Background: an optimization exercise with open tools, aiming at small area, a short achievable clock period and few clock cycles per item. Do not read the settings as production practice.
At most, simulation tests tie the RTL to the original design; equivalence was not proved.
Only the layout flow was run in runs 1, 2 and 5 to 7; the RTL was not checked for function there.

==> flow/design.v <==
`timescale 1ns / 1ps
module k_table(
    input [5:0] round,
    output reg [31:0] constant
    );
    always @*
    begin
    case (round)
        6'h00 : constant <= 32'h428a2f98;
        6'h01 : constant <= 32'h71374491;
        6'h02 : constant <= 32'hb5c0fbcf;
        6'h03 : constant <= 32'he9b5dba5;
        6'h04 : constant <= 32'h3956c25b;
        6'h05 : constant <= 32'h59f111f1;
        6'h06 : constant <= 32'h923f82a4;
        6'h07 : constant <= 32'hab1c5ed5;
        6'h08 : constant <= 32'hd807aa98;
        6'h09 : constant <= 32'h12835b01;
        6'h0a : constant <= 32'h243185be;
        6'h0b : constant <= 32'h550c7dc3;
        6'h0c : constant <= 32'h72be5d74;
        6'h0d : constant <= 32'h80deb1fe;
        6'h0e : constant <= 32'h9bdc06a7;
        6'h0f : constant <= 32'hc19bf174;
        6'h10 : constant <= 32'he49b69c1;
        6'h11 : constant <= 32'hefbe4786;
        6'h12 : constant <= 32'h0fc19dc6;
        6'h13 : constant <= 32'h240ca1cc;
        6'h14 : constant <= 32'h2de92c6f;
        6'h15 : constant <= 32'h4a7484aa;
        6'h16 : constant <= 32'h5cb0a9dc;
        6'h17 : constant <= 32'h76f988da;
        6'h18 : constant <= 32'h983e5152;
        6'h19 : constant <= 32'ha831c66d;
        6'h1a : constant <= 32'hb00327c8;
        6'h1b : constant <= 32'hbf597fc7;
        6'h1c : constant <= 32'hc6e00bf3;
        6'h1d : constant <= 32'hd5a79147;
        6'h1e : constant <= 32'h06ca6351;
        6'h1f : constant <= 32'h14292967;
        6'h20 : constant <= 32'h27b70a85;
        6'h21 : constant <= 32'h2e1b2138;
        6'h22 : constant <= 32'h4d2c6dfc;
        6'h23 : constant <= 32'h53380d13;
        6'h24 : constant <= 32'h650a7354;
        6'h25 : constant <= 32'h766a0abb;
        6'h26 : constant <= 32'h81c2c92e;
        6'h27 : constant <= 32'h92722c85;
        6'h28 : constant <= 32'ha2bfe8a1;
        6'h29 : constant <= 32'ha81a664b;
        6'h2a : constant <= 32'hc24b8b70;
        6'h2b : constant <= 32'hc76c51a3;
        6'h2c : constant <= 32'hd192e819;
        6'h2d : constant <= 32'hd6990624;
        6'h2e : constant <= 32'hf40e3585;
        6'h2f : constant <= 32'h106aa070;
        6'h30 : constant <= 32'h19a4c116;
        6'h31 : constant <= 32'h1e376c08;
        6'h32 : constant <= 32'h2748774c;
        6'h33 : constant <= 32'h34b0bcb5;
        6'h34 : constant <= 32'h391c0cb3;
        6'h35 : constant <= 32'h4ed8aa4a;
        6'h36 : constant <= 32'h5b9cca4f;
        6'h37 : constant <= 32'h682e6ff3;
        6'h38 : constant <= 32'h748f82ee;
        6'h39 : constant <= 32'h78a5636f;
        6'h3a : constant <= 32'h84c87814;
        6'h3b : constant <= 32'h8cc70208;
        6'h3c : constant <= 32'h90befffa;
        6'h3d : constant <= 32'ha4506ceb;
        6'h3e : constant <= 32'hbef9a3f7;
        default: constant <= 32'hc67178f2;
endcase
end
endmodule
`timescale 1ns / 1ps
module sha_round(a, b, c, d, e, f, g, p, a_out, e_out);
input [31:0] a;
input [31:0] b;
input [31:0] c;
input [31:0] d;
input [31:0] e;
input [31:0] f;
input [31:0] g;
input [31:0] p;
output [31:0] a_out;
output [31:0] e_out;
function [63:0] csa;
    input [31:0] x;
    input [31:0] y;
    input [31:0] z;
    reg [31:0] cy;
    begin
        cy = (x & y) | (z & (x | y));
        csa = {cy[30:0], 1'b0, x ^ y ^ z};
    end
endfunction
function [63:0] c42;
    input [31:0] x;
    input [31:0] y;
    input [31:0] z;
    input [31:0] w;
    reg [31:0] t, co, ci, cy;
    begin
        co = (x & y) | (z & (x | y));
        ci = {co[30:0], 1'b0};
        t = x ^ y ^ z;
        cy = ((t ^ w) & ci) | (~(t ^ w) & w);
        c42 = {cy[30:0], 1'b0, t ^ w ^ ci};
    end
endfunction
wire [31:0] ch = (e & f) ^ (~e & g);
wire [31:0] ma = (a & b) | (c & (a | b));
wire [31:0] sum0 = {a[1:0], a[31:2]} ^ {a[12:0], a[31:13]} ^ {a[21:0], a[31:22]};
wire [31:0] sum1 = {e[5:0], e[31:6]} ^ {e[10:0], e[31:11]} ^ {e[24:0], e[31:25]};
wire [63:0] e2 = c42(p, d, ch, sum1);
assign e_out = e2[31:0] + e2[63:32];
wire [63:0] a2 = c42(ch, ma, sum0, sum1);
wire [63:0] a3 = csa(p, a2[31:0], a2[63:32]);
assign a_out = a3[31:0] + a3[63:32];
endmodule
`timescale 1ns / 1ps
module message_schedule(w0, w1, w9, w14, message);
input [31:0] w0;
input [31:0] w1;
input [31:0] w9;
input [31:0] w14;
output [31:0] message;
wire [31:0] s0 = {w1[6:0], w1[31:7]} ^ {w1[17:0], w1[31:18]} ^ {3'b0, w1[31:3]};
wire [31:0] s1 = {w14[16:0], w14[31:17]} ^ {w14[18:0], w14[31:19]} ^ {10'b0, w14[31:10]};
wire [31:0] p = w0 ^ w9 ^ s0;
wire [31:0] pc = (w0 & w9) | (s0 & (w0 | w9));
wire [31:0] pcs = {pc[30:0], 1'b0};
wire [31:0] q = p ^ pcs ^ s1;
wire [31:0] qc = (p & pcs) | (s1 & (p | pcs));
wire [31:0] qcs = {qc[30:0], 1'b0};
assign message = q + qcs;
endmodule
`timescale 1ns / 1ps
`timescale 1ns / 1ps
module block_solver (
	input clk,
	input rst_n,
	input [255:0] midstate,
	input [95:0] header_leftovers,
	input [255:0] target,
	input [31:0] nonce_start,
	output [2:0] state_out,
	output [31:0] current_nonce
);
localparam integer NP = 1;    
reg [5:0] t;         
reg ld;              
reg q61, q62, q63;   
reg p0, p1;          
reg [1:0] fill;      
reg done;
reg nosol;
reg [31:0] cur;      
reg [31:0] mwa, mwe;  
reg [31:0] k_in;     
reg [31:0] k_out;    
reg [31:0] twa, twe;  
reg [1:0] lp;        
wire [31:0] k_rom;
k_table constants (.round(ld ? 6'd1 : (t == 6'd63 ? 6'd0 : t + 6'd2)), .constant(k_rom));
wire [31:0] feed = cur + (fill == 2'd2 ? 2 * NP : (fill == 2'd1 ? NP : 0));
reg [31:0] in_alt;
always @(*) begin
	in_alt = 32'h0;
	if (ld) in_alt = 32'h00000280;
	else case (t)
		6'd49: in_alt = header_leftovers[95:64];
		6'd50: in_alt = header_leftovers[63:32];
		6'd51: in_alt = header_leftovers[31:0];
		6'd53: in_alt = 32'h80000000;
		default: in_alt = 32'h0;
	endcase
end
wire in_nonce = !ld && t == 6'd52;
wire in_comp = !ld && (t < 6'd48);
wire [31:0] out_alt = p0 ? 32'h00000100 : (!ld && t == 6'd58 ? 32'h80000000 : 32'h0);
wire out_comp = !ld && !p0 && (t <= 6'd48);
always @(posedge clk) begin
	if (!ld && t == 6'd60) begin
		mwa <= midstate[159:128]; mwe <= midstate[31:0];
	end else if (q61) begin
		mwa <= midstate[191:160]; mwe <= midstate[63:32];
	end else if (q62) begin
		mwa <= midstate[223:192]; mwe <= midstate[95:64];
	end else begin
		mwa <= midstate[255:224]; mwe <= midstate[127:96];
	end
	if (q61) begin
		twa <= target[127:96];    twe <= target[255:224];
	end else if (q62) begin
		twa <= target[95:64];     twe <= target[223:192];
	end else if (q63) begin
		twa <= target[63:32];     twe <= target[191:160];
	end else begin
		twa <= target[31:0];      twe <= target[159:128];
	end
	lp <= q61 ? 2'd0 : lp + 2'd1;
	k_in <= k_rom;
	k_out <= k_in;
end
wire [NP-1:0] found;
localparam [255:0] IV = {
	32'h6a09e667, 32'hbb67ae85, 32'h3c6ef372, 32'ha54ff53a,
	32'h510e527f, 32'h9b05688c, 32'h1f83d9ab, 32'h5be0cd19};
reg [31:0] ia_w, ie_w;
always @(*) begin
	case (lp)
	2'd0: begin ia_w = IV[159:128]; ie_w = IV[31:0];   end
	2'd1: begin ia_w = IV[191:160]; ie_w = IV[63:32];  end
	2'd2: begin ia_w = IV[223:192]; ie_w = IV[95:64];  end
	default: begin ia_w = IV[255:224]; ie_w = IV[127:96]; end
	endcase
end
function [1:0] cmp32;
	input [31:0] x;
	input [31:0] y;
	reg [31:0] lt, gt;
	integer l, i;
	begin
		lt = ~x & y;
		gt = x & ~y;
		for (l = 1; l < 32; l = l * 2)
			for (i = 0; i < 32; i = i + 2 * l) begin
				lt[i] = lt[i + l] | (~gt[i + l] & lt[i]);
				gt[i] = gt[i + l] | (~lt[i + l] & gt[i]);
			end
		cmp32 = {lt[0], gt[0]};
	end
endfunction
genvar j, k;
generate
	for (j = 0; j < NP; j = j + 1) begin : pipe
		wire [223:0] st [0:1];
		wire [31:0] h1a, h1e;
		for (k = 0; k < 2; k = k + 1) begin : eng
			reg [223:0] s;       
			reg [511:0] w;
			reg [31:0] p;
			wire [31:0] a_out, e_out;
			wire [31:0] wnew;
			wire eld = k ? p0 : ld;             
			wire e63 = k ? ld : q63;            
			wire [223:0] init = k ? IV[255:32] : midstate[255:32];
			wire [31:0] init_h = k ? IV[31:0] : midstate[31:0];
			wire [31:0] kn = k ? k_out : k_in;
			sha_round core_op (
				.a(s[223:192]), .b(s[191:160]), .c(s[159:128]), .d(s[127:96]),
				.e(s[95:64]), .f(s[63:32]), .g(s[31:0]), .p(p),
				.a_out(a_out), .e_out(e_out));
			message_schedule messages (
				.w0(w[31:0]), .w1(w[63:32]), .w9(w[9*32 +: 32]), .w14(w[14*32 +: 32]),
				.message(wnew));
			wire hcomp = k ? out_comp : in_comp;
			wire [31:0] halt = k ? out_alt : (in_nonce ? feed + j : in_alt);
			wire [31:0] head = hcomp ? wnew : halt;
			wire [511:0] shifted = {head, w[511:32]};
			wire [31:0] hn = s[31:0];
			wire [31:0] wn = w[63:32];
			wire [31:0] pc = (hn & kn) | (wn & (hn | kn));
			wire [31:0] p_next = (hn ^ kn ^ wn) + {pc[30:0], 1'b0};
			always @(posedge clk) begin
				s[223:32] <= eld ? init[223:32] : {a_out, s[223:128], e_out, s[95:64]};
				s[31:0] <= eld ? init[31:0] : (e63 ? init_h : s[63:32]);
				p <= p_next;
				if (k) begin
					w[511:384] <= shifted[511:384];
					w[383:352] <= q61 ? h1e : shifted[383:352];                 
					w[351:320] <= shifted[351:320];
					w[319:288] <= q62 ? h1e : shifted[319:288];                 
					w[287:256] <= shifted[287:256];
					w[255:224] <= q61 ? h1a : (q63 ? h1e : shifted[255:224]);   
					w[223:192] <= shifted[223:192];
					w[191:160] <= q62 ? h1a : (ld ? h1e : shifted[191:160]);    
					w[159:128] <= shifted[159:128];
					w[127:96]  <= q63 ? h1a : shifted[127:96];                  
					w[95:64]   <= shifted[95:64];
					w[63:32]   <= ld ? h1a : shifted[63:32];                    
					w[31:0]    <= shifted[31:0];
				end else begin
					w <= shifted;
				end
			end
			assign st[k] = s;
		end
		assign h1a = st[0][223:192] + mwa;
		assign h1e = st[0][95:64] + mwe;
		wire [31:0] h2a = st[1][223:192] + ia_w;
		wire [31:0] h2e = st[1][95:64] + ie_w;
		wire [31:0] hva = {h2a[7:0], h2a[15:8], h2a[23:16], h2a[31:24]};
		wire [31:0] hve = {h2e[7:0], h2e[15:8], h2e[23:16], h2e[31:24]};
		wire hi_lt, hi_gt, lo_lt, lo_gt;
		assign {hi_lt, hi_gt} = cmp32(hve, twe);
		assign {lo_lt, lo_gt} = cmp32(hva, twa);
		reg hlt, hgt, llt, lgt;    
		always @(posedge clk) begin
			hlt <= (hlt | (!hgt & hi_lt)) & !q62 | q62 & hi_lt;
			hgt <= (hgt | (!hlt & hi_gt)) & !q62 | q62 & hi_gt;
			llt <= (llt | (!lgt & lo_lt)) & !q62 | q62 & lo_lt;
			lgt <= (lgt | (!llt & lo_gt)) & !q62 | q62 & lo_gt;
		end
		assign found[j] = hlt | (!hgt & llt);
	end
endgenerate
reg stop;
reg stop_found;
reg [31:0] inc;
integer i;
always @(*) begin
	stop = 1'b0;
	stop_found = 1'b0;
	inc = NP;
	for (i = NP - 1; i >= 0; i = i - 1) begin
		if (found[i] || cur == 32'hffffffff - i) begin
			stop = 1'b1;
			stop_found = found[i];
			inc = i;
		end
	end
end
wire step = p1 && !done && fill == 2'd2;
always @(posedge clk) begin
	if (!rst_n) begin
		t <= 6'd49;
		ld <= 1'b0;
		q61 <= 1'b0;
		q62 <= 1'b0;
		q63 <= 1'b0;
		p0 <= 1'b0;
		p1 <= 1'b0;
		fill <= 2'd0;
		done <= 1'b0;
		nosol <= 1'b0;
		cur <= nonce_start;
	end else begin
		if (!ld) t <= t + 6'd1;
		q61 <= !ld && (t == 6'd60);
		q62 <= q61;
		q63 <= q62;
		ld <= q63;
		p0 <= ld;
		p1 <= p0;
		cur <= cur + (step ? inc : 32'd0);
		if (p1 && !done) begin
			if (fill != 2'd2) begin
				fill <= fill + 2'd1;
			end else if (stop) begin
				done <= 1'b1;
				nosol <= !stop_found;
			end
		end
	end
end
assign state_out = {1'b0, done, nosol};
assign current_nonce = cur;
endmodule
==> flow/flow/run.sh <==
#!/bin/bash
set -euo pipefail
export SETUP_SLACK_MARGIN=11.6
export BUFFER_PORTS_ARGS="-buffer_cell sky130_fd_sc_hd__buf_1"
bash standard.sh > standard.log 2>&1
==> flow/standard.sh <==
#!/bin/bash
# synth_recipe.tcl (not shown) runs the flow's synth.tcl, then flattens the netlist and writes it again
# the make line also repeats each setting of config.mk as NAME=value (left out here)
make -C /OpenROAD-flow-scripts/flow DESIGN_CONFIG=/design/flow/config.mk WORK_HOME=/design/flow/orfs CLKGATE_MAP_FILE= SYNTH_SCRIPT=/design/flow/synth_recipe.tcl "${@:-finish}"
==> flow/config.mk <==
export PLATFORM = sky130hd
export DESIGN_NAME = block_solver
export DESIGN_NICKNAME = block_solver
export VERILOG_FILES = /design/flow/design.v
export SDC_FILE = /design/flow/constraint.sdc
export NUM_CORES = 8
export LEC_CHECK = 0
export ABC_AREA = 1
export CAP_MARGIN = 20
export CORE_MARGIN = 2
export CORE_UTILIZATION = 55
export PLACE_DENSITY = 0.85
export SLEW_MARGIN = 20
export SYNTH_HIERARCHICAL = 1
export SYNTH_MINIMUM_KEEP_SIZE = 1500
==> flow/constraint.sdc <==
create_clock -name core_clock -period 16.0 [get_ports {clk}]
set_input_delay 3.2000 -clock core_clock [delete_from_list [all_inputs] [get_ports {clk}]]
set_output_delay 3.2000 -clock core_clock [all_outputs]
set_load 0.01 [all_outputs]
==> flow_metrics.py, run 1 <==
metrics = {
    "global_route": {
        "overflow": 0,
        "grt_max_degree": 107,
        "grt_use_total_pct": 41.12,
        "grt_pass1_vias": 81505,
        "antenna_found_initial": 107,
        "grt_pass1_wl_um": 529500,
    },
    "floorplan": {
        "die_w_um": 419.8,
        "die_height_um": 419.8,
        "core_area_sq_um": 171700,
        "dieArea_sq_um": 176300,
        "start_util_pct": 55.38,
        "ioPinCount": 677,
        "std_cell_rows": 152,
    },
    "final_layout": {
        "final_common_cell": "nand2_1",
        "area_growth_pct": 13.39,
        "fill_cells": 14873,
        "drive_gt1_share_pct": 7.691,
        "nNetsFinal": 14304,
        "final_cell_mix": "3268 x nand2_1, 1603 x dfxtp_1, 1446 x inv_1",
    },
    "timing": {
        "fmax_ghz": 0.2191,
        "fin_ws_ps": 11440,
        "setup_viol": 0,
        "hold_slack_ps": 293.3,
        "finalCriticalPeriod_ps": 4565,
        "rsz0062_at_grt": "true",
        "hold_viol": 0,
        "drv_slew": 0,
        "fin_crit_sh_pct": 28.53,
        "clock_skew_ps": 68.59,
        "worstMarginPinSlew_ps": 1152,
        "max_slew_margin_pct": 23.18,
        "tns_ps": 0,
    },
    "drt": {
        "firstDrtPassIters": 10,
        "drtAntennaViolNets": 0,
        "drt-initial-drc-count": 10120,
        "drc": 0,
        "vias_per_cell": 5.649,
        "num_vias": 87132,
        "drt-total-wl_um": 373200,
        "wl_per_cell_um": 24.20,
    },
    "placement": {
        "pre_cts_ws_ps": 11270,
        "io_buffers": 675,
        "hpwl_um": 294600,
        "gp_routability_congestion": 1.097,
    },
    "synth": {
        "syn-num-nets": 13655,
        "synth_flop_cell": "dfxtp_1",
        "netlist_area_sq_um": 95110,
        "seq_area_frac_synth_pct": 37.51,
        "synth.avg_cell_area_sq_um": 7.765,
        "synth_seq_cells": 1782,
        "ys_warn_count": 9,
        "synthDistinctLibCells": 75,
        "async_flop_share_pct": 0,
        "syn_inst": 12248,
        "synth-edff-count": 0,
    },
    "worst_setup_path": {
        "crit_arrival_ps": 1370,
        "cp-start-kind": "register",
        "slowest_stage": "dfxtp_4",
        "cp_max_fo": 2,
        "cp.buffers_inverters": 1,
        "end_kind": "output pin",
        "cp_slowest_stage_delay_ps": 360,
        "required_ps": 12800,
        "crit_chain": "buf_6",
        "crit_type": "reg -> out",
        "cp_top_family": "flip-flops",
    },
    "hold_path": {
        "min_path_type": "reg -> reg",
    },
    "clock_network": {
        "clkTransAtPathRegs_ps": 70,
        "ctsHoldBuffers": 0,
        "tritoncts": "built",
        "worstSkewPairLatency_ps": 890,
        "clockBufferDepth": 3,
        "cts_sinks": 1782,
        "cts-root-buf": "clkbuf_16",
        "cts_made_buffers": 180,
        "htreeDepth": 4,
    },
    "run": {
        "drv_cap": 0,
    },
    "status": {
        "outcome": "complete, no violations",
    },
}
==> area by class of cell <==
type,count,area (sq um),area share (%)
flip-flops and latches,1782,36070,33.45
clock buffers,232,5000,4.636
repair buffers,775,3560,3.301
inverters,1474,5564,5.159
diodes,72,180.2,0.1671
well taps,2310,2890,2.680
multi-input cells,8684,53110,49.25
clock inverters,95,1469,1.362
==> flip-flops by register name, indices dropped and copies added (netlist names), 6 cells and up <==
register,flops
k_in,32
twe,32
mwa,32
cur,32
pipe.eng.s,448
mwe,32
twa,32
k_out,32
pipe.eng.w,1024
pipe.eng.p,64
t,6
==> modules after synthesis (local to each module, per instance) <==
module	cells inside	flip-flops and latches	area (sq um)	copies in the design
k_table	606	0	2766	1
sha_round	1526	0	10020	2
block_solver	8590	1782	72300	1
==> metal layers <==
layer,wire length [um],global-route usage (%),up-vias
met5,131,0,-
met4,35740,32.92,20
met3,38940,9.186,1460
li1,-,-,40074
met2,160600,62.47,5179
met1,137800,50.24,40399
==> through the flow <==
stage          cell area (sq um)  utilization, %  std cells
2_1_floorplan              95110               -      12248
3_3_place_gp               99700           58.06      14975
3_5_place_dp               99700           58.06      14975
4_1_cts                   106900           62.24      15335
5_1_grt                   107800           62.78      15413
6_report                  107800           62.80      15424
==> path summary, 6_finish.rpt <==
path,slack [ps],startpoint,depth (start not counted),end
worst max-delay path,11440,cur[0],1,current_nonce[0]
worst min-delay path,290,pipe[0].eng[1].w[421],0,pipe[0].eng[1].w[389]
worst max register to register,11600,pipe[0].eng[1].s[94],16,pipe[0].eng[1].s[95]
worst min register to register,290,pipe[0].eng[1].w[421],0,pipe[0].eng[1].w[389]
==> cell families after synthesis <==
| logic type | synth area share, % |
|---|---|
| simple gates | 22.67 |
| fa+ha+maj | 13.96 |
| other cells | 0.003943 |
| compound gates | 9.663 |
| xor+xnor | 8.588 |
| flops | 37.51 |
| mux | 0.4433 |
| buf+inv | 7.171 |
==> what timing repair did <==
item / 4_1_cts / 5_1_grt
setup endpoints to repair: 74 / 116
buffers inserted: 33 / 16
cloned: 0 / 0
resized for setup: 188 / 230
pin swaps: 0 / 11
==> cells in the mapped netlist (7+ instances only) <==
| cell type | n | area share (%) |
|---|---|---|
| buf_2 | 19 | 0.10 |
| nor2_1 | 818 | 3.2 |
| nand2_1 | 3274 | 13 |
| o21ai_2 | 8 | 0.074 |
| inv_1 | 1451 | 5.7 |
| a21oi_1 | 622 | 3.3 |
| maj3_1 | 84 | 0.88 |
| a221oi_1 | 9 | 0.083 |
| or2_1 | 38 | 0.25 |
| buf_1 | 20 | 0.079 |
| o211ai_1 | 29 | 0.23 |
| xnor2_1 | 537 | 4.9 |
| clkbuf_1 | 253 | 1.0 |
| nand2_4 | 11 | 0.13 |
| o22ai_1 | 14 | 0.092 |
| o21bai_1 | 40 | 0.32 |
| fa_1 | 381 | 8.0 |
| o21ai_0 | 720 | 3.8 |
| o31ai_1 | 11 | 0.087 |
| nor2_2 | 17 | 0.11 |
| a21o_1 | 37 | 0.29 |
| nand3b_1 | 23 | 0.18 |
| buf_4 | 7 | 0.055 |
| inv_2 | 21 | 0.083 |
| xor2_1 | 377 | 3.5 |
| and2_1 | 14 | 0.092 |
| a21boi_0 | 46 | 0.36 |
| nand3_2 | 15 | 0.16 |
| o21a_1 | 33 | 0.26 |
| or2_2 | 118 | 0.78 |
| nand3_1 | 641 | 3.4 |
| mux2_2 | 33 | 0.39 |
| o21ai_1 | 28 | 0.15 |
| nand4_1 | 72 | 0.47 |
| a31oi_1 | 38 | 0.25 |
| ha_1 | 384 | 5.1 |
| nand2_2 | 39 | 0.26 |
| nor3_1 | 73 | 0.38 |
| nor4_1 | 22 | 0.14 |
| a22oi_1 | 8 | 0.063 |
| dfxtp_1 | 1782 | 38 |
==> run 2, diff against run 1 <==
==> flow/flow/run.sh (replaced) <==
#!/bin/bash
set -euo pipefail
export SETUP_SLACK_MARGIN=11.7
export BUFFER_PORTS_ARGS="-buffer_cell sky130_fd_sc_hd__buf_1"
bash standard.sh > standard.log 2>&1
--- a/flow/config.mk
+++ b/flow/config.mk
@@ -12,4 +12,4 @@
 export PLACE_DENSITY = 0.85
 export SLEW_MARGIN = 20
 export SYNTH_HIERARCHICAL = 1
-export SYNTH_MINIMUM_KEEP_SIZE = 1500
+export SYNTH_MINIMUM_KEEP_SIZE = 400
==> run 2 against run 1 <==
Net effect:
- synthesized area grew 1.6%
- still clean on timing, DRC and antenna
- clock skew shrank 20 ps
- first-iteration DRC count shrank 0.87%
- via count up 1.3%
- final cell count grew 3.0%
==> flow_metrics.py, run 2 <==
metrics = {
    "final_layout": {
        "nNetsFinal": 14790,
        "fill_cells": 14837,
        "fin_cells": 15894,
        "final_common_cell": "nand2_1",
        "reg.largest.list": "pipe.eng.w: 1024 flops, pipe.eng.s: 448 flops, pipe.eng.p: 64 flops",
        "largest_register": "pipe.eng.w",
        "post-route-util_pct": 62.63,
        "area_growth_pct": 12.88,
        "drive_gt1_share_pct": 7.177,
        "largest_reg_flops": 1024,
        "final_cell_mix": "3709 x nand2_1, 1621 x dfxtp_1, 1604 x inv_1",
    },
    "drt": {
        "drc": 0,
        "vias_per_cell": 5.552,
        "wl_per_cell_um": 22.67,
        "drt-total-wl_um": 360300,
        "firstDrtPassIters": 7,
        "num_vias": 88240,
        "drt-initial-drc-count": 10032,
        "drtAntennaViolNets": 0,
    },
    "worst_setup_path": {
        "cp.buffers_inverters": 1,
        "cp_slowest_stage_delay_ps": 400,
        "ff2ff_path_depth": 18,
        "crit_type": "reg -> out",
        "startpoint": "cur[10]",
        "regToRegSetupSlack_ps": 11720,
        "crit_chain": "buf_6",
        "r2r_start": "pipe[0].eng[1].s[91]",
        "slowest_stage": "dfxtp_4",
        "r2r-end": "pipe[0].eng[1].s[222]",
        "cp_top_family": "flip-flops",
        "cp_max_fo": 2,
        "required_ps": 12800,
        "crit_arrival_ps": 1380,
        "endpoint": "current_nonce[10]",
        "crit_cells": 1,
        "end_kind": "output pin",
        "cp-start-kind": "register",
    },
    "global_route": {
        "grt_pass1_wl_um": 524400,
        "grt_pass1_vias": 83760,
        "overflow": 0,
        "grt_use_total_pct": 39.10,
        "antenna_found_initial": 61,
        "grt_max_degree": 196,
    },
    "placement": {
        "hpwl_um": 279400,
        "io_buffers": 675,
        "placed_cells": 15480,
        "pre_cts_ws_ps": 11260,
        "gp_routability_congestion": 1.072,
    },
    "clock_network": {
        "clkTransAtPathRegs_ps": 70,
        "cts-root-buf": "clkbuf_16",
        "tritoncts": "built",
        "htreeDepth": 4,
        "clockBufferDepth": 3,
        "cts_sinks": 1782,
        "cts_made_buffers": 179,
        "worstSkewPairLatency_ps": 870,
    },
    "timing": {
        "drv_slew": 0,
        "fin_ws_ps": 11420,
        "tns_ps": 0,
        "setup_viol": 0,
        "hold_viol": 0,
        "fmax_ghz": 0.2184,
        "worstMarginPinSlew_ps": 1081,
        "rsz0062_at_grt": "true",
        "finalCriticalPeriod_ps": 4578,
        "clock_skew_ps": 48.93,
        "max_slew_margin_pct": 27.86,
        "fin_crit_sh_pct": 28.61,
    },
    "synth": {
        "synth.most_common_cell": "nand2_1",
        "async_flop_share_pct": 0,
        "netlist_area_sq_um": 96660,
        "synth_flop_cell": "dfxtp_1",
        "seq_area_frac_synth_pct": 36.91,
        "ys_warn_count": 9,
        "synth_common_cells": "3716 x nand2_1, 1782 x dfxtp_1, 1606 x inv_1, 883 x nor2_1, 655 x nand3_1",
        "synth_seq_cells": 1782,
        "synth_top_area_cell": "dfxtp_1",
        "synth_top_area_share_pct": 36.91,
        "synth.avg_cell_area_sq_um": 7.582,
        "syn-num-nets": 14159,
        "ys_top_cells_by_area": "dfxtp_1 37%, nand2_1 14%, fa_1 7.9%",
        "synth-edff-count": 0,
        "synthDistinctLibCells": 63,
        "syn_inst": 12748,
    },
    "status": {
        "outcome": "complete, no violations",
    },
    "hold_path": {
        "min_path_type": "reg -> reg",
    },
    "floorplan": {
        "start_util_pct": 55.48,
        "std_cell_rows": 153,
        "die_w_um": 423.2,
        "die_height_um": 423.2,
        "ioPinCount": 677,
        "dieArea_sq_um": 179100,
        "core_area_sq_um": 174200,
    },
    "run": {
        "drv_cap": 0,
    },
}
==> run 2: cell types whose count changed after synthesis, sizes merged, moves of 11 or more <==
cell / change
nand2: +449
inv: +150
a21oi: -83
o21ai: -70
nor2: +65
xnor2: -35
xor2: +35
buf: +18
a21o: +17
clkbuf: -14
nand4: +14
o21a: -13
a21boi: -11
nand3: +11
==> run 2: cell families after synthesis <==
| kind of cell | count (synthesis) | synth area share, % |
|---|---|---|
| buf+inv | 1938 | 7.701 |
| simple gates | 5734 | 24.43 |
| xor+xnor | 924 | 8.427 |
| compound gates | 1481 | 8.342 |
| mux | 39 | 0.4453 |
| flops | 1782 | 36.91 |
| other cells | 1 | 0.003880 |
| fa+ha+maj | 849 | 13.74 |
==> run 2: what timing repair did <==
action / 4_1_cts / 5_1_grt
pin swaps: 1 / 15
buffers inserted: 33 / 10
endpoints found under the setup margin: 77 / 91
hold buffers: 0 / 0
gates resized for setup: 205 / 205
==> run 2: worst min path at each step <==
stage,from,endpoint,slack (ps),cells after the start
after CTS,pipe[0].eng[1].w[509],pipe[0].eng[1].w[477],310,0
after global placement,pipe[0].eng[1].w[106],pipe[0].eng[1].w[74],310,0
after detailed placement,pipe[0].eng[1].w[504],pipe[0].eng[1].w[472],310,0
final,pipe[0].eng[1].w[364],pipe[0].eng[1].w[332],300,0
after global routing,pipe[0].eng[1].w[111],pipe[0].eng[1].w[79],320,0
after floorplan,pipe[0].eng[0].w[132],pipe[0].eng[0].w[100],310,0
==> run 2: stage by stage <==
stage / instance area, sq um / hold slack, ps
2_1_floorplan: 96660 / 309.6
3_3_place_gp: 101200 / 309.5
3_5_place_dp: 101200 / 312.1
4_1_cts: 108300 / 307.0
5_1_grt: 109100 / 315.6
6_report: 109100 / 300.6
==> run 2: layout make-up <==
class / instances / area, sq um / area share (%)
diodes: 40 / 100.1 / 0.09174
clock buffers: 240 / 4970 / 4.555
clock inverters: 91 / 1411 / 1.294
inverters: 1626 / 6140 / 5.627
multi-input cells: 9028 / 54030 / 49.52
flip-flops and latches: 1782 / 36090 / 33.08
well taps: 2325 / 2909 / 2.666
repair buffers: 762 / 3455 / 3.166
==> run 2: routing by layer <==
| metal | routed length, um | vias to the layer above | share of wire [%] | global-route usage, % |
|---|---|---|---|---|
| met2 | 156800 | 4784 | 44 | 60.19 |
| met3 | 35840 | 1277 | 9.9 | 8.664 |
| met4 | 30510 | 20 | 8.5 | 28.37 |
| li1 | - | 41127 | - | - |
| met1 | 137000 | 41032 | 38 | 48.30 |
| met5 | 120 | - | 0.033 | 0 |
==> run 2: Yosys stat by module (local to each module, per instance) <==
module | cell area [sq um] | flip-flops and latches
block_solver | 63750 | 1782
message_schedule | 5035 | 0
k_table | 3002 | 0
sha_round | 9915 | 0
==> run 3, diff against run 2 <==
--- a/flow/design.v
+++ b/flow/design.v
@@ -148,7 +148,7 @@
 	output [2:0] state_out,
 	output [31:0] current_nonce
 );
-localparam integer NP = 1;    
+localparam integer NP = 2;    
 reg [5:0] t;         
 reg ld;              
 reg q61, q62, q63;   
==> run 3 against run 2 <==
Net effect:
- the flow now stops in 5_1_grt
- synthesized area is 85% higher
- synthesized cell count rose by 81%
==> flow_metrics.py, run 3 <==
metrics = {
    "synth": {
        "synth.avg_cell_area_sq_um": 7.747,
        "synth_top_area_cell": "dfxtp_1",
        "synth_flop_cell": "dfxtp_1",
        "netlist_area_sq_um": 178600,
        "synth_top_area_share_pct": 37.23,
        "async_flop_share_pct": 0,
        "ys_warn_count": 9,
        "syn-num-nets": 25197,
        "synthDistinctLibCells": 71,
        "synth_common_cells": "6516 x nand2_1, 3322 x dfxtp_1, 3101 x inv_1, 1625 x nor2_1, 1062 x o21ai_0",
        "synth_seq_cells": 3322,
        "syn_inst": 23059,
        "synth-edff-count": 0,
        "ys_top_cells_by_area": "dfxtp_1 37%, nand2_1 14%, fa_1 8.5%",
        "synth.most_common_cell": "nand2_1",
        "seq_area_frac_synth_pct": 37.23,
    },
    "floorplan": {
        "std_cell_rows": 209,
        "die_height_um": 573.9,
        "ioPinCount": 677,
        "die_w_um": 573.9,
        "start_util_pct": 55.18,
    },
    "global_route": {
        "grt_pass1_vias": 172872,
        "overflow": 21,
        "grt_use_total_pct": 54.48,
        "grt_pass1_wl_um": 1262000,
        "grt_max_degree": 193,
    },
    "clock_network": {
        "cts_made_buffers": 341,
        "cts-root-buf": "clkbuf_16",
        "clockBufferDepth": 4,
        "ctsHoldBuffers": 0,
        "cts_sinks": 3322,
        "htreeDepth": 5,
    },
    "status": {
        "outcome": "stopped before the end",
        "lastStage": "5_1_grt",
        "tool.error": "[ERROR GRT-0116] Global routing finished with congestion. Check the congestion regions in the DRC Viewer.",
    },
    "placement": {
        "placed_cells": 27744,
        "gp_routability_congestion": 1.212,
        "hpwl_um": 691200,
        "io_buffers": 675,
    },
}
-- run 3: changes by cell type after synthesis, sizes merged, moves of 145 or more --
cell	change
inv	+1513
fa	+381
nand3	+372
a21oi	+359
o21ai	+437
xnor2	+499
or2	+145
xor2	+424
dfxtp	+1540
nor2	+759
ha	+346
nand2	+2837
-- run 3: cell families after synthesis --
group	Yosys count	synth area share [%]
xor gates and xnor gates	1847	9.111
adders and majority gates	1668	14.65
muxes	71	0.4399
AOI/OAI and AO/OA	2542	7.879
and+or+nand+nor	10023	23.07
other	1	0.002099
DFF	3322	37.23
buffers and inverters	3585	7.626
-- run 3: routing by layer --
layer	overflow	track usage (%)
met2	10	76.52
met3	2	26.00
met5	1	5.610
met4	6	51.01
met1	2	59.78
-- run 3: stage by stage --
step	utilization [%]	instance area [sq um]	hold WS [ps]	worst slack (ps)
CTS	62.27	201600	267.5	11290
detailed placement	57.41	185900	312.1	10260
global placement	57.41	185900	309.5	10370
floorplan	-	178600	309.6	11870
-- run 3: per-module statistics from Yosys, one instance, submodules excluded --
module / area [sq um] / copies in the design / cells inside
block_solver: 116100 / 1 / 13287
sha_round: 9876 / 4 / 1504
message_schedule: 5035 / 4 / 781
k_table: 2912 / 1 / 632
-- run 3: how the worst max path moves through the flow --
stage	startpoint	to	depth (start not counted)
floorplan	rst_n	cur[1]	5
global placement	lp[0]	pipe[0].hlt	31
detailed placement	lp[0]	pipe[1].hlt	26
CTS	cur[0]	current_nonce[0]	1
-- run 3: repair_timing --
action / in CTS
gates resized for setup: 878
pin swaps: 56
setup endpoints to repair: 202
gates cloned: 0
buffers inserted: 89
Testbench counts of run 3, summed over its fixed seeds: cycles 438,127, nonces 13,087.
==> run 4, diff against run 3 <==
==> flow/flow/run.sh (replaced) <==
#!/bin/bash
set -euo pipefail
export SETUP_SLACK_MARGIN=11.6
export BUFFER_PORTS_ARGS="-buffer_cell sky130_fd_sc_hd__buf_1"
bash standard.sh > standard.log 2>&1
--- a/flow/config.mk
+++ b/flow/config.mk
@@ -12,4 +12,4 @@
 export PLACE_DENSITY = 0.85
 export SLEW_MARGIN = 20
 export SYNTH_HIERARCHICAL = 1
-export SYNTH_MINIMUM_KEEP_SIZE = 400
+export SYNTH_MINIMUM_KEEP_SIZE = 1500
==> run 4 against run 3 <==
Net effect:
- the run now finishes clean
- synthesized cell count down 4.3%
- synthesized area down 2.1%
==> flow_metrics.py, run 4 <==
metrics = {
    "timing": {
        "finalCriticalPeriod_ps": 4726,
        "worstMarginPinSlew_ps": 1282,
        "max_slew_margin_pct": 13.64,
        "tns_ps": 0,
        "drv_slew": 0,
        "fin_crit_sh_pct": 29.54,
        "fmax_ghz": 0.2116,
        "clock_skew_ps": 116.5,
        "setup_viol": 0,
        "rsz0062_at_grt": "true",
        "hold_viol": 0,
    },
    "clock_network": {
        "clockBufferDepth": 4,
        "cts-root-buf": "clkbuf_16",
        "clkTransAtPathRegs_ps": 70,
        "worstSkewPairLatency_ps": 1010,
        "htreeDepth": 5,
        "tritoncts": "built",
        "cts_made_buffers": 335,
        "ctsHoldBuffers": 0,
        "cts_sinks": 3322,
    },
    "worst_setup_path": {
        "crit_chain": "buf_6",
        "crit_cells": 1,
        "crit_type": "reg -> out",
        "r2r-end": "pipe[0].eng[0].w[508]",
        "cp_max_fo": 2,
        "startpoint": "cur[15]",
        "required_ps": 12800,
        "crit_arrival_ps": 1530,
        "cp.buffers_inverters": 1,
        "ff2ff_path_depth": 17,
        "slowest_stage": "dfxtp_4",
        "r2r_start": "pipe[0].eng[0].w[48]",
        "cp_top_family": "flip-flops",
        "cp_slowest_stage_delay_ps": 400,
        "endpoint": "current_nonce[15]",
        "end_kind": "output pin",
        "regToRegSetupSlack_ps": 11360,
        "cp-start-kind": "register",
    },
    "synth": {
        "synth.most_common_cell": "nand2_1",
        "synthDistinctLibCells": 70,
        "synth_top_area_share_pct": 38.03,
        "seq_area_frac_synth_pct": 38.03,
        "synth_common_cells": "5788 x nand2_1, 3322 x dfxtp_1, 2794 x inv_1, 1559 x nor2_1",
        "netlist_area_sq_um": 174900,
        "synth-edff-count": 0,
        "async_flop_share_pct": 0,
        "synth_seq_cells": 3322,
        "ys_warn_count": 9,
        "syn_inst": 22065,
        "ys_top_cells_by_area": "dfxtp_1 38%, nand2_1 12%, fa_1 8.7%",
        "synth.avg_cell_area_sq_um": 7.926,
        "synth_top_area_cell": "dfxtp_1",
        "syn-num-nets": 24203,
        "synth_flop_cell": "dfxtp_1",
    },
    "drt": {
        "wl_met2_um": 316900,
        "drt-total-wl_um": 773200,
        "drt-met1-wl_um": 273700,
        "maxUsedRoutingLayer": "met5",
        "firstDrtPassIters": 13,
        "dr_wl_met3_um": 93620,
        "drtAntennaViolNets": 0,
        "drt-initial-drc-count": 21031,
        "wl_per_cell_um": 28.27,
        "vias_per_cell": 5.829,
        "num_vias": 159451,
        "drc": 0,
    },
    "final_layout": {
        "drive_gt1_share_pct": 8.917,
        "area.sequential_sq_um": 67520,
        "largest_register": "pipe.eng.w",
        "post-route-util_pct": 62.48,
        "final_cell_mix": "5746 x nand2_1, 2981 x dfxtp_1, 2783 x inv_1",
        "nNetsFinal": 24998,
        "multi_input_area_sq_um": 98130,
        "reg.largest.list": "pipe.eng.w: 2048 flops, pipe.eng.s: 896 flops, pipe.eng.p: 128 flops",
        "area_growth_pct": 13.35,
        "largest_reg_flops": 2048,
        "final_common_cell": "nand2_1",
        "fill_cells": 26784,
    },
    "placement": {
        "gp_routability_congestion": 1.151,
        "hpwl_um": 607200,
        "io_buffers": 675,
    },
    "floorplan": {
        "dieArea_sq_um": 322500,
        "start_util_pct": 55.12,
        "core_area_sq_um": 317300,
        "die_height_um": 567.9,
        "std_cell_rows": 207,
        "die_w_um": 567.9,
        "ioPinCount": 677,
    },
    "global_route": {
        "antenna_found_initial": 60,
        "overflow": 0,
        "grt_pass1_wl_um": 1063000,
        "grt_max_degree": 172,
        "grt_pass1_vias": 150455,
        "grt_use_total_pct": 46.03,
    },
    "hold_path": {
        "min_path_type": "reg -> reg",
    },
    "status": {
        "outcome": "complete, no violations",
    },
    "run": {
        "drv_cap": 0,
    },
}
run 4: cell count changes after synthesis, moves of 30 or more:
cell,change
a21oi_1,+150
inv_1,-307
nand2_1,-728
nand2_2,-67
nand3_1,+30
nor2_1,-66
xnor2_1,+59
xor2_1,-54
run 4: cells by family (layout without fill, tap and decap cells):
group | Yosys count | count (layout) | share of synthesized area [%]
flip-flops | 3322 | 3322 | 38.03
AND/OR/NAND/NOR | 9148 | 9148 | 21.50
AO/OA/AOI/OAI | 2734 | 2734 | 8.659
other | 1 | 40 | 0.002144
multiplexers | 70 | 70 | 0.4436
adder cells (fa/ha/maj) | 1673 | 1673 | 14.99
buffers and inverters | 3267 | 4337 | 7.067
XOR/XNOR | 1850 | 1850 | 9.312
run 4: cell type report:
type / instances / area share [%]
antenna: 39 / 0.04923
clock buffer: 447 / 4.786
inverter: 2808 / 5.344
clock inverter: 165 / 1.111
timing repair buffer: 917 / 2.508
sequential: 3322 / 34.06
multi-input combinational: 15476 / 49.50
tap: 4180 / 2.638
run 4: worst min path at each step:
stage / startpoint / endpoint / slack, ps / cells past startpoint
finish: pipe[0].eng[1].w[160] / pipe[0].eng[1].w[128] / 280 / 0
CTS: pipe[0].eng[1].w[160] / pipe[0].eng[1].w[128] / 280 / 0
global placement: pipe[1].eng[1].w[106] / pipe[1].eng[1].w[74] / 310 / 0
floorplan: pipe[0].eng[0].w[132] / pipe[0].eng[0].w[100] / 310 / 0
global route: pipe[0].eng[1].w[233] / pipe[0].eng[1].w[201] / 280 / 0
detailed placement: pipe[1].eng[0].w[78] / pipe[1].eng[0].w[46] / 310 / 0
run 4: per-module statistics from Yosys, one instance, submodules excluded:
| module | times used | area, sq um | cells inside |
|---|---|---|---|
| block_solver | 1 | 132400 | 15389 |
| sha_round | 4 | 9941 | 1520 |
| k_table | 1 | 2745 | 596 |
run 4: timing repair:
action,in CTS,in global routing
pin swaps,11,67
setup endpoints to repair,359,275
resized for setup,550,651
buffers inserted,43,96
gates cloned,0,0
run 4: layer usage:
layer | GRT usage, % | up-vias
li1 | - | 70972
met5 | 0.1339 | -
met3 | 13.01 | 3189
met2 | 67.06 | 10959
met4 | 42.71 | 24
met1 | 54.75 | 74307
run 4: through the flow:
step / area (sq um) / hold WS [ps] / setup WS (ps) / std cells
floorplan: 174900 / 309.6 / 11990 / 22065
global placement: 181700 / 309.5 / 10720 / 26562
detailed placement: 181700 / 312.1 / 10700 / 26562
CTS: 195000 / 280.4 / 11270 / 27217
global route: 198200 / 275.2 / 11280 / 27340
finish: 198200 / 276.2 / 11270 / 27354
==> run 5, diff against run 4 <==
--- a/flow/design.v
+++ b/flow/design.v
@@ -148,7 +148,7 @@
 	output [2:0] state_out,
 	output [31:0] current_nonce
 );
-localparam integer NP = 2;    
+localparam integer NP = 1;    
 reg [5:0] t;         
 reg ld;              
 reg q61, q62, q63;   
@@ -157,6 +157,8 @@
 reg done;
 reg nosol;
 reg [31:0] cur;      
+reg [31:0] cur_o;
+reg done_o, nosol_o;
 reg [31:0] mwa, mwe;  
 reg [31:0] k_in;     
 reg [31:0] k_out;    
@@ -356,6 +358,11 @@
 		end
 	end
 end
-assign state_out = {1'b0, done, nosol};
-assign current_nonce = cur;
+always @(posedge clk) begin
+	cur_o <= cur;
+	done_o <= rst_n && done;
+	nosol_o <= nosol;
+end
+assign state_out = {1'b0, done_o, nosol_o};
+assign current_nonce = cur_o;
 endmodule
==> flow/flow/run.sh (replaced) <==
#!/bin/bash
set -euo pipefail
export SETUP_SLACK_MARGIN=11.75
export BUFFER_PORTS_ARGS="-buffer_cell sky130_fd_sc_hd__buf_1"
bash standard.sh > standard.log 2>&1
--- a/flow/config.mk
+++ b/flow/config.mk
@@ -12,4 +12,4 @@
 export PLACE_DENSITY = 0.85
 export SLEW_MARGIN = 20
 export SYNTH_HIERARCHICAL = 1
-export SYNTH_MINIMUM_KEEP_SIZE = 1500
+export SYNTH_MINIMUM_KEEP_SIZE = 400
==> run 5 against run 4 <==
Net effect:
- clock skew decreased by 77 ps
- fmax increased by 5.0%
- critical path depth unchanged
- first-iteration DRC count decreased by 56%
- die area decreased by 44%
- worst hold slack improved by 19 ps
- final cell count decreased by 42%
==> flow_metrics.py, run 5 <==
metrics = {
    "floorplan": {
        "core_area_sq_um": 175900,
        "die_height_um": 424.3,
        "die_w_um": 424.3,
        "dieArea_sq_um": 180100,
        "start_util_pct": 55.24,
        "std_cell_rows": 154,
        "ioPinCount": 677,
    },
    "drt": {
        "wl_per_cell_um": 22.44,
        "drtAntennaViolNets": 0,
        "vias_per_cell": 5.542,
        "drt-total-wl_um": 355900,
        "drc": 0,
        "drt-initial-drc-count": 9149,
        "firstDrtPassIters": 8,
        "num_vias": 87914,
    },
    "synth": {
        "synth-edff-count": 0,
        "netlist_area_sq_um": 97180,
        "synthDistinctLibCells": 64,
        "synth-compound-area-share_pct": 8.420,
        "synth_flop_cell": "dfxtp_1",
        "synthSimpleGateAreaFrac_pct": 24.06,
        "synth.most_common_cell": "nand2_1",
        "synth_seq_cells": 1816,
        "seq_area_frac_synth_pct": 37.41,
        "synthMuxAreaShare_pct": 0.4120,
        "ys_top_cells_by_area": "dfxtp_1 37%, nand2_1 14%, fa_1 7.8%",
        "synth.avg_cell_area_sq_um": 7.636,
        "ys_warn_count": 9,
        "syn_inst": 12727,
        "synth_common_cells": "3709 x nand2_1, 1816 x dfxtp_1, 1596 x inv_1, 863 x nor2_1, 636 x o21ai_0",
        "syn-num-nets": 14138,
        "synth_xor_area_share_pct": 8.415,
        "synth-adder-area-share_pct": 13.67,
        "async_flop_share_pct": 0,
        "synth_top_area_share_pct": 37.41,
        "synth_top_area_cell": "dfxtp_1",
        "synth_top_family_by_area": "simple AND/OR/NAND/NOR gates",
    },
    "final_layout": {
        "nNetsFinal": 14740,
        "final_common_cell": "nand2_1",
        "drive_gt1_share_pct": 7.419,
        "fill_cells": 14944,
        "largest_register": "pipe.eng.w",
        "final_cell_area_sq_um": 109400,
        "final_cell_mix": "3698 x nand2_1, 1664 x dfxtp_1, 1593 x inv_1",
        "area_growth_pct": 12.60,
        "largest_reg_flops": 1024,
        "reg.largest.list": "pipe.eng.w: 1024 flops, pipe.eng.s: 448 flops, pipe.eng.p: 64 flops",
    },
    "hold_path": {
        "holdPathEnd": "pipe[0].eng[0].w[190]",
        "min_from": "pipe[0].eng[0].w[222]",
        "hold_depth": 0,
        "min_path_type": "reg -> reg",
    },
    "clock_network": {
        "clockBufferDepth": 3,
        "cts_sinks": 1816,
        "cts-root-buf": "clkbuf_16",
        "worstSkewPairLatency_ps": 870,
        "tritoncts": "built",
        "ctsHoldBuffers": 0,
        "htreeDepth": 4,
        "cts_made_buffers": 180,
        "clkTransAtPathRegs_ps": 70,
    },
    "timing": {
        "max_slew_margin_pct": 27.84,
        "finalCriticalPeriod_ps": 4502,
        "tns_ps": 0,
        "drv_slew": 0,
        "clock_skew_ps": 39.64,
        "fmax_ghz": 0.2221,
        "hold_slack_ps": 295.6,
        "setup_viol": 0,
        "worstMarginPinSlew_ps": 1082,
        "fin_crit_sh_pct": 28.14,
        "rsz0062_at_grt": "true",
        "hold_viol": 0,
    },
    "worst_setup_path": {
        "ff2ff_path_depth": 17,
        "r2r_start": "pipe[0].eng[0].s[83]",
        "cp-start-kind": "register",
        "end_kind": "output pin",
        "cp.buffers_inverters": 1,
        "required_ps": 12800,
        "cp_slowest_stage_delay_ps": 310,
        "regToRegSetupSlack_ps": 11670,
        "crit_arrival_ps": 1300,
        "crit_chain": "buf_2",
        "cp_top_family": "flip-flops",
        "slowest_stage": "dfxtp_1",
        "cp_max_fo": 1,
        "crit_type": "reg -> out",
        "r2r-end": "pipe[0].eng[0].s[221]",
    },
    "placement": {
        "io_buffers": 675,
        "hpwl_um": 277300,
        "gp_routability_congestion": 1.097,
        "place_area_sq_um": 101800,
    },
    "run": {
        "drv_cap": 0,
    },
    "global_route": {
        "antenna_found_initial": 61,
        "grt_max_degree": 154,
        "grt_pass1_vias": 83376,
        "overflow": 0,
        "grt_pass1_wl_um": 519100,
        "grt_use_total_pct": 38.53,
    },
    "status": {
        "outcome": "complete, no violations",
    },
}
==> run 5: cell types whose count changed after synthesis, sizes merged, moves of 381 or more <==
cell	before	now
fa	762	381
nand3	1049	646
nand2	5815	3769
a21oi	1047	550
xnor2	1060	515
o21ai	1113	671
dfxtp	3322	1816
inv	2806	1612
nor2	1586	879
==> run 5: what timing repair did <==
action                                 CTS  global route
buffers inserted                         2             7
setup endpoints to repair               87           103
endpoints found under the hold margin    0             0
resized for setup                      132           276
pin swaps                                2            14
==> run 5: layout make-up <==
| type | count | area, sq um | area share [%] |
|---|---|---|---|
| Timing Repair Buffer | 731 | 3164 | 2.892 |
| Tap cell | 2340 | 2928 | 2.676 |
| Clock buffer | 253 | 5251 | 4.799 |
| Inverter | 1614 | 6091 | 5.566 |
| Clock inverter | 79 | 1070 | 0.9777 |
| Sequential cell | 1816 | 36710 | 33.55 |
| Multi-Input combinational cell | 8986 | 54100 | 49.44 |
| Antenna cell | 43 | 107.6 | 0.09834 |
==> run 5: worst register-to-register path: cells and delay by family (launching register included) <==
kind | cells | cell delay (ps)
AO/OA/AOI/OAI | 5 | 1130
XOR/XNOR | 1 | 320
adder cells (fa/ha/maj) | 3 | 1280
buffers and inverters | 1 | 70
flip-flops | 1 | 560
multiplexers | 1 | 510
AND/OR/NAND/NOR | 6 | 370
==> run 5: how the worst max path moves through the flow <==
stage / from / to / slack, ps / cells after the start
after floorplan: rst_n / t[0] / 11800 / 5
after global placement: pipe[0].eng[0].s[208] / pipe[0].eng[0].s[220] / 11310 / 20
after detailed placement: pipe[0].eng[0].s[208] / pipe[0].eng[0].s[220] / 11350 / 20
after CTS: cur_o[9] / current_nonce[9] / 11460 / 1
after global routing: cur_o[31] / current_nonce[31] / 11480 / 1
final: cur_o[20] / current_nonce[20] / 11500 / 1
==> run 5: stage by stage <==
step | setup slack (ps) | utilization, % | std cells
floorplan | 11800 | - | 12727
global placement | 11310 | 57.85 | 15478
detailed placement | 11350 | 57.85 | 15478
CTS | 11460 | 61.61 | 15812
global route | 11480 | 62.18 | 15850
finish | 11500 | 62.20 | 15862
==> run 5: per-layer routing <==
metal	share of wire, %	GRT usage, %	up-vias
li1	-	-	41048
met1	37	47.33	40737
met2	44	59.25	4826
met3	10	8.441	1281
met4	8.8	29.18	22
met5	0.036	0	-
==> run 5: cells by family (layout without fill, tap and decap cells) <==
kind of cell / count (synthesis) / after routing
fa+ha+maj: 849 / 849
mux: 36 / 36
simple gates: 5680 / 5680
buf+inv: 1925 / 2677
flops: 1816 / 1816
compound gates: 1494 / 1494
other cells: 1 / 44
xor+xnor: 926 / 926
==> run 5: Yosys stat by module, one instance, submodules excluded <==
module | cells inside | flip-flops and latches
block_solver | 7553 | 1816
sha_round | 1487 | 0
message_schedule | 781 | 0
k_table | 638 | 0
==> run 6, diff against run 5 <==
--- a/flow/config.mk
+++ b/flow/config.mk
@@ -9,6 +9,8 @@
 export CAP_MARGIN = 20
 export CORE_MARGIN = 2
 export CORE_UTILIZATION = 55
+export CTS_CLUSTER_DIAMETER = 35
+export CTS_CLUSTER_SIZE = 30
 export PLACE_DENSITY = 0.85
 export SLEW_MARGIN = 20
 export SYNTH_HIERARCHICAL = 1
==> run 6 against run 5 <==
Net effect:
- cell area is 3.6% higher
- still clean on timing, DRC and antenna
- final cell count grew 1.3%
- largest cell class unchanged
- flip-flop and latch count is the same
- worst setup slack worse by 67 ps
- critical path type unchanged
- clock-buffer cell count rose by 88
==> flow_metrics.py, run 6 <==
metrics = {
    "final_layout": {
        "largest_reg_flops": 1024,
        "area_growth_pct": 16.70,
        "fill_cells": 14345,
        "drive_gt1_share_pct": 9.096,
        "largest_register": "pipe.eng.w",
        "nNetsFinal": 14874,
        "reg.largest.list": "pipe.eng.w: 1024 flops, pipe.eng.s: 448 flops, pipe.eng.p: 64 flops",
        "final_common_cell": "nand2_1",
        "area.sequential_sq_um": 36730,
        "multi_input_area_sq_um": 54210,
        "final_cell_mix": "3698 x nand2_1, 1660 x dfxtp_1, 1592 x inv_1",
    },
    "timing": {
        "drv_slew": 0,
        "worstMarginPinSlew_ps": 1095,
        "hold_viol": 0,
        "finalCriticalPeriod_ps": 4570,
        "tns_ps": 0,
        "fin_crit_sh_pct": 28.56,
        "rsz0062_at_grt": "true",
        "max_slew_margin_pct": 27.02,
        "clock_skew_ps": 68.73,
        "fmax_ghz": 0.2188,
        "setup_viol": 0,
    },
    "synth": {
        "synth_common_cells": "3709 x nand2_1, 1816 x dfxtp_1, 1596 x inv_1, 863 x nor2_1, 636 x o21ai_0",
        "synth_seq_cells": 1816,
        "synth_top_area_cell": "dfxtp_1",
        "netlist_area_sq_um": 97180,
        "syn-num-nets": 14138,
        "synth_flop_cell": "dfxtp_1",
        "syn_inst": 12727,
        "ys_warn_count": 9,
        "synth-edff-count": 0,
        "synth_top_area_share_pct": 37.41,
        "ys_top_cells_by_area": "dfxtp_1 37%, nand2_1 14%, fa_1 7.8%",
        "synth.avg_cell_area_sq_um": 7.636,
        "async_flop_share_pct": 0,
        "synth.most_common_cell": "nand2_1",
        "seq_area_frac_synth_pct": 37.41,
        "synthDistinctLibCells": 64,
    },
    "drt": {
        "drc": 0,
        "firstDrtPassIters": 8,
        "drtAntennaViolNets": 0,
        "vias_per_cell": 5.599,
        "num_vias": 89948,
        "drt-total-wl_um": 367600,
        "wl_per_cell_um": 22.89,
        "drt-initial-drc-count": 9630,
    },
    "worst_setup_path": {
        "crit_chain": "buf_2",
        "slowest_stage": "dfxtp_1",
        "regToRegSetupSlack_ps": 11730,
        "crit_type": "reg -> out",
        "crit_arrival_ps": 1370,
        "required_ps": 12800,
        "cp-start-kind": "register",
        "end_kind": "output pin",
        "cp_top_family": "flip-flops",
        "cp_max_fo": 1,
        "cp.buffers_inverters": 1,
        "cp_slowest_stage_delay_ps": 310,
    },
    "clock_network": {
        "htreeDepth": 5,
        "tritoncts": "built",
        "worstSkewPairLatency_ps": 960,
        "clkTransAtPathRegs_ps": 60,
        "cts-root-buf": "clkbuf_16",
        "cts_made_buffers": 298,
        "cts_sinks": 1816,
        "clockBufferDepth": 4,
    },
    "floorplan": {
        "start_util_pct": 55.24,
        "core_area_sq_um": 175900,
        "ioPinCount": 677,
        "die_w_um": 424.3,
        "die_height_um": 424.3,
        "std_cell_rows": 154,
        "dieArea_sq_um": 180100,
    },
    "global_route": {
        "grt_pass1_wl_um": 532500,
        "antenna_found_initial": 62,
        "grt_pass1_vias": 85889,
        "grt_use_total_pct": 39.46,
        "grt_max_degree": 154,
        "overflow": 0,
    },
    "hold_path": {
        "min_path_type": "reg -> reg",
    },
    "status": {
        "outcome": "complete, no violations",
    },
    "placement": {
        "hpwl_um": 277300,
        "gp_routability_congestion": 1.097,
        "io_buffers": 675,
    },
    "run": {
        "drv_cap": 0,
    },
}
==> run 6: cell counts after synthesis <==
Identical to the previous run, type by type.
==> run 6: worst paths after layout <==
check / from / end / depth (start not counted)
max: cur_o[1] / current_nonce[1] / 1
min: pipe[0].eng[1].w[227] / pipe[0].eng[1].w[195] / 0
max reg2reg: pipe[0].eng[0].w[35] / pipe[0].eng[0].p[22] / 13
min reg2reg: pipe[0].eng[1].w[227] / pipe[0].eng[1].w[195] / 0
==> run 6: cell type report <==
class                      instances  share of cell area [%]
multi-input combinational       8986                   47.80
sequential                      1816                   32.39
clock buffer                     341                   6.999
inverter                        1614                   5.374
timing repair buffer             747                   2.896
tap                             2340                   2.582
clock inverter                   184                   1.882
antenna                           36                 0.07943
==> run 6: kinds of logic after synthesis <==
group	share of synthesized area, %
buf+inv	7.607
compound gates	8.420
mux	0.4120
other cells	0.003859
flops	37.41
simple gates	24.06
xor+xnor	8.415
fa+ha+maj	13.67
==> run 6: Yosys stat by module (local to each module, per instance) <==
module	cell area (sq um)	cells
block_solver	64450	7553
sha_round	9832	1487
message_schedule	5035	781
k_table	3002	638
==> run 6: layer usage <==
metal | wire, um | global-route usage [%] | share of wire [%] | vias up
li1 | - | - | - | 41406
met1 | 134900 | 47.75 | 37 | 41528
met2 | 160700 | 61.10 | 44 | 5446
met3 | 37790 | 8.791 | 10 | 1540
met4 | 34000 | 30.60 | 9.2 | 28
met5 | 292 | 0 | 0.079 | -
==> run 6: worst reg2reg max path, delay by kind of cell (launching register included) <==
family	cells	cell delay [ps]
fa+ha+maj	2	910
compound gates	6	1640
flops	1	760
xor+xnor	1	350
simple gates	4	470
==> run 6: metrics by stage <==
step | area (sq um) | cells | utilization (%) | setup WS, ps | hold WS (ps)
floorplan | 97180 | 12727 | - | 11800 | 309.6
global placement | 101800 | 15478 | 57.85 | 11310 | 309.5
detailed placement | 101800 | 15478 | 57.85 | 11350 | 312.1
CTS | 112100 | 16004 | 63.74 | 11400 | 258.3
global route | 113400 | 16050 | 64.45 | 11410 | 269.7
finish | 113400 | 16064 | 64.47 | 11430 | 263.6
==> run 6: timing repair <==
item | 4_1_cts | 5_1_grt
pin swaps | 1 | 24
hold buffers | 0 | 0
setup endpoints to repair | 91 | 111
buffers inserted | 1 | 24
gates resized for setup | 135 | 308
==> run 7, diff against run 6 <==
--- a/flow/design.v
+++ b/flow/design.v
@@ -339,6 +339,9 @@
 		done <= 1'b0;
 		nosol <= 1'b0;
 		cur <= nonce_start;
+		done_o <= 1'b0;
+		nosol_o <= 1'b0;
+		cur_o <= nonce_start;
 	end else begin
 		if (!ld) t <= t + 6'd1;
 		q61 <= !ld && (t == 6'd60);
@@ -348,21 +351,19 @@
 		p0 <= ld;
 		p1 <= p0;
 		cur <= cur + (step ? inc : 32'd0);
+		cur_o <= cur_o + (step ? inc : 32'd0);
 		if (p1 && !done) begin
 			if (fill != 2'd2) begin
 				fill <= fill + 2'd1;
 			end else if (stop) begin
 				done <= 1'b1;
 				nosol <= !stop_found;
+				done_o <= 1'b1;
+				nosol_o <= !stop_found;
 			end
 		end
 	end
 end
-always @(posedge clk) begin
-	cur_o <= cur;
-	done_o <= rst_n && done;
-	nosol_o <= nosol;
-end
 assign state_out = {1'b0, done_o, nosol_o};
 assign current_nonce = cur_o;
 endmodule
--- a/flow/config.mk
+++ b/flow/config.mk
@@ -9,8 +9,6 @@
 export CAP_MARGIN = 20
 export CORE_MARGIN = 2
 export CORE_UTILIZATION = 55
-export CTS_CLUSTER_DIAMETER = 35
-export CTS_CLUSTER_SIZE = 30
 export PLACE_DENSITY = 0.85
 export SLEW_MARGIN = 20
 export SYNTH_HIERARCHICAL = 1
==> run 7 against run 6 <==
Net effect:
- still clean on timing, DRC and antenna
- wire length increased by 8.3%
- worst hold slack improved by 31 ps
- non-clock buffer count increased by 39
- critical endpoint is now current_nonce[28]
==> flow_metrics.py, run 7 <==
metrics = {
    "final_layout": {
        "largest_reg_flops": 1024,
        "reg.largest.list": "pipe.eng.w: 1024 flops, pipe.eng.s: 448 flops, pipe.eng.p: 64 flops",
        "final_common_cell": "nand2_1",
        "drive_gt1_share_pct": 8.626,
        "area_growth_pct": 13.99,
        "final_cell_mix": "3565 x nand2_1, 1653 x inv_1, 1633 x dfxtp_1",
    },
    "placement": {
        "place_area_sq_um": 102500,
    },
    "clock_network": {
        "clkTransAtPathRegs_ps": 60,
        "tritoncts": "built",
        "cts_made_buffers": 184,
        "htreeDepth": 4,
        "clockBufferDepth": 3,
    },
    "drt": {
        "vias_per_cell": 5.648,
        "drc": 0,
        "firstDrtPassIters": 7,
        "drt-initial-drc-count": 9919,
    },
    "synth": {
        "netlist_area_sq_um": 97950,
        "synth_seq_cells": 1814,
        "ys_top_cells_by_area": "dfxtp_1 37%, nand2_1 14%, fa_1 7.8%",
        "synth_top_area_share_pct": 37.07,
        "async_flop_share_pct": 0,
        "synth_common_cells": "3577 x nand2_1, 1814 x dfxtp_1, 1659 x inv_1, 939 x nor2_1, 723 x o21ai_0",
        "seq_area_frac_synth_pct": 37.07,
        "ys_warn_count": 9,
    },
    "worst_setup_path": {
        "regToRegSetupSlack_ps": 11800,
        "slowest_stage": "dfxtp_4",
        "startpoint": "cur_o[28]",
        "cp_max_fo": 5,
        "cp_slowest_stage_delay_ps": 380,
        "cp_top_family": "flip-flops",
        "crit_arrival_ps": 1390,
        "crit_chain": "buf_6",
        "crit_type": "reg -> out",
    },
    "status": {
        "outcome": "complete, no violations",
    },
    "timing": {
        "drv_slew": 0,
        "setup_viol": 0,
        "tns_ps": 0,
    },
    "floorplan": {
        "std_cell_rows": 154,
        "core_area_sq_um": 176500,
        "dieArea_sq_um": 181500,
        "die_height_um": 426.0,
    },
    "run": {
        "drv_cap": 0,
    },
    "global_route": {
        "grt_max_degree": 172,
        "overflow": 0,
    },
    "hold_path": {
        "min_from": "pipe[0].eng[0].w[213]",
        "min_path_type": "reg -> reg",
    },
}
-- run 7: cell types whose count changed in the layout (fill, tap and decap cells not counted), moves of 42 or more --
cell	delta
nor2_1	+62
inv_1	+61
nor3_1	+47
clkbuf_16	-121
nand2_1	-133
xnor2_1	-42
dfxtp_4	+44
o21ai_0	+85
-- run 7: logic make-up (layout without fill, tap and decap cells) --
group	count (synthesis)	in the layout	synth area share (%)
flops	1814	1814	37.07
buf+inv	1999	2808	7.834
mux	42	42	0.4726
xor+xnor	905	905	8.207
simple gates	5626	5626	23.65
compound gates	1652	1652	9.267
other cells	1	50	0.003828
fa+ha+maj	843	843	13.49
-- run 7: per-module statistics from Yosys (local to each module, per instance) --
module	cells inside	copies in the design	flops+latches
block_solver	7744	1	1814
k_table	654	1	0
message_schedule	781	2	0
sha_round	1461	2	0
-- run 7: metal layers --
layer	part of all wire [%]	track usage [%]	vias to the layer above
li1	-	-	41795
met3	9.8	10.07	1480
met2	43	64.19	5172
met5	0.068	0.1852	-
met1	36	50.26	42335
met4	11	37.36	40
-- run 7: through the flow --
step,instances,setup WS [ps],utilization [%],hold slack (ps)
global route,16063,11390,63.24,307.3
finish,16080,11410,63.26,294.7
global placement,15619,11080,58.06,309.6
detailed placement,15619,11050,58.06,312.1
CTS,15988,11390,62.32,296.9
floorplan,12882,11940,-,309.6
-- run 7: worst register-to-register path, cell delays in order, from the launching register on --
cell	delay (ps)
dfxtp_4	400
maj3_1	410
fa_1	610
inv_1	90
nor2_2	210
nor2_2	100
xnor2_1	160
fa_1	490
inv_1	40
ha_1	360
a21o_1	250
nor2_1	160
o21a_1	210
nand2_2	110
nand2_1	70
nand2_1	50
xor2_1	130
or2_2	270
-- run 7: worst max path at each step --
stage / to / depth (start not counted)
final: current_nonce[28] / 1
after floorplan: cur[28] / 5
after global placement: cur[5] / 6
after detailed placement: t[4] / 5
after CTS: current_nonce[28] / 1
after global routing: current_nonce[28] / 1
-- run 7: final cells by class --
| cell class | instances | area [sq um] |
|---|---|---|
| clock inverters | 110 | 1664 |
| repair buffers | 786 | 3677 |
| flip-flops and latches | 1814 | 36830 |
| clock buffers | 231 | 5091 |
| diodes | 49 | 122.6 |
| multi-input cells | 9069 | 55000 |
| well taps | 2340 | 2928 |
| fillers | 15111 | 64840 |
| inverters | 1681 | 6346 |
-- run 7: what timing repair did --
action                                  CTS  global route
pin swaps                                 0            28
gates resized for setup                 233           351
buffers inserted                         28            43
gates cloned                              0             0
endpoints found under the setup margin   87           124

[separate check: timing with driven ports]
How much do the figures lean on ideal ports? The routed layouts below were timed once more, with nothing changed but the port constraints. Step 1 assumes that a clkbuf_16 drives the clock port and a buf_2 every other input. Step 2 adds t to the input delays and takes it off the output delays; t is the mean of the earliest and latest rising clock arrival at the registers after step 1. Input paths then give back, and output paths get back, about the clock's delay inside the block. a / b / c = ideal / step 1 / step 2; a / b = the first two.
run	shift t [ns]	setup WS [ns]	hold slack, ns	worst setup path after step 2	worst slew at a driven data input, ns
run 1	0.955	11.435 / 11.332 / 11.362	0.293 / 0.293 / 0.293	input to register	0.37
run 2	0.936	11.422 / 11.332 / 11.553	0.301 / 0.301 / 0.301	input to register	0.27
run 4	1.079	11.274 / 11.152 / 10.911	0.276 / 0.276 / 0.276	input to register	0.16
run 5	0.943	11.497 / 11.400 / 11.422	0.296 / 0.296 / 0.296	input to register	0.33
run 6	1.018	11.431 / 11.335 / 11.390	0.264 / 0.264 / 0.264	input to register	0.36
run 7	0.948	11.411 / 11.328 / 10.983	0.295 / 0.295 / 0.295	input to register	0.40
After both steps setup and hold are still met in every run listed. The setup slack of run 7, which loses most, moves by -0.083 ns with the drivers and by -0.428 ns with both steps.
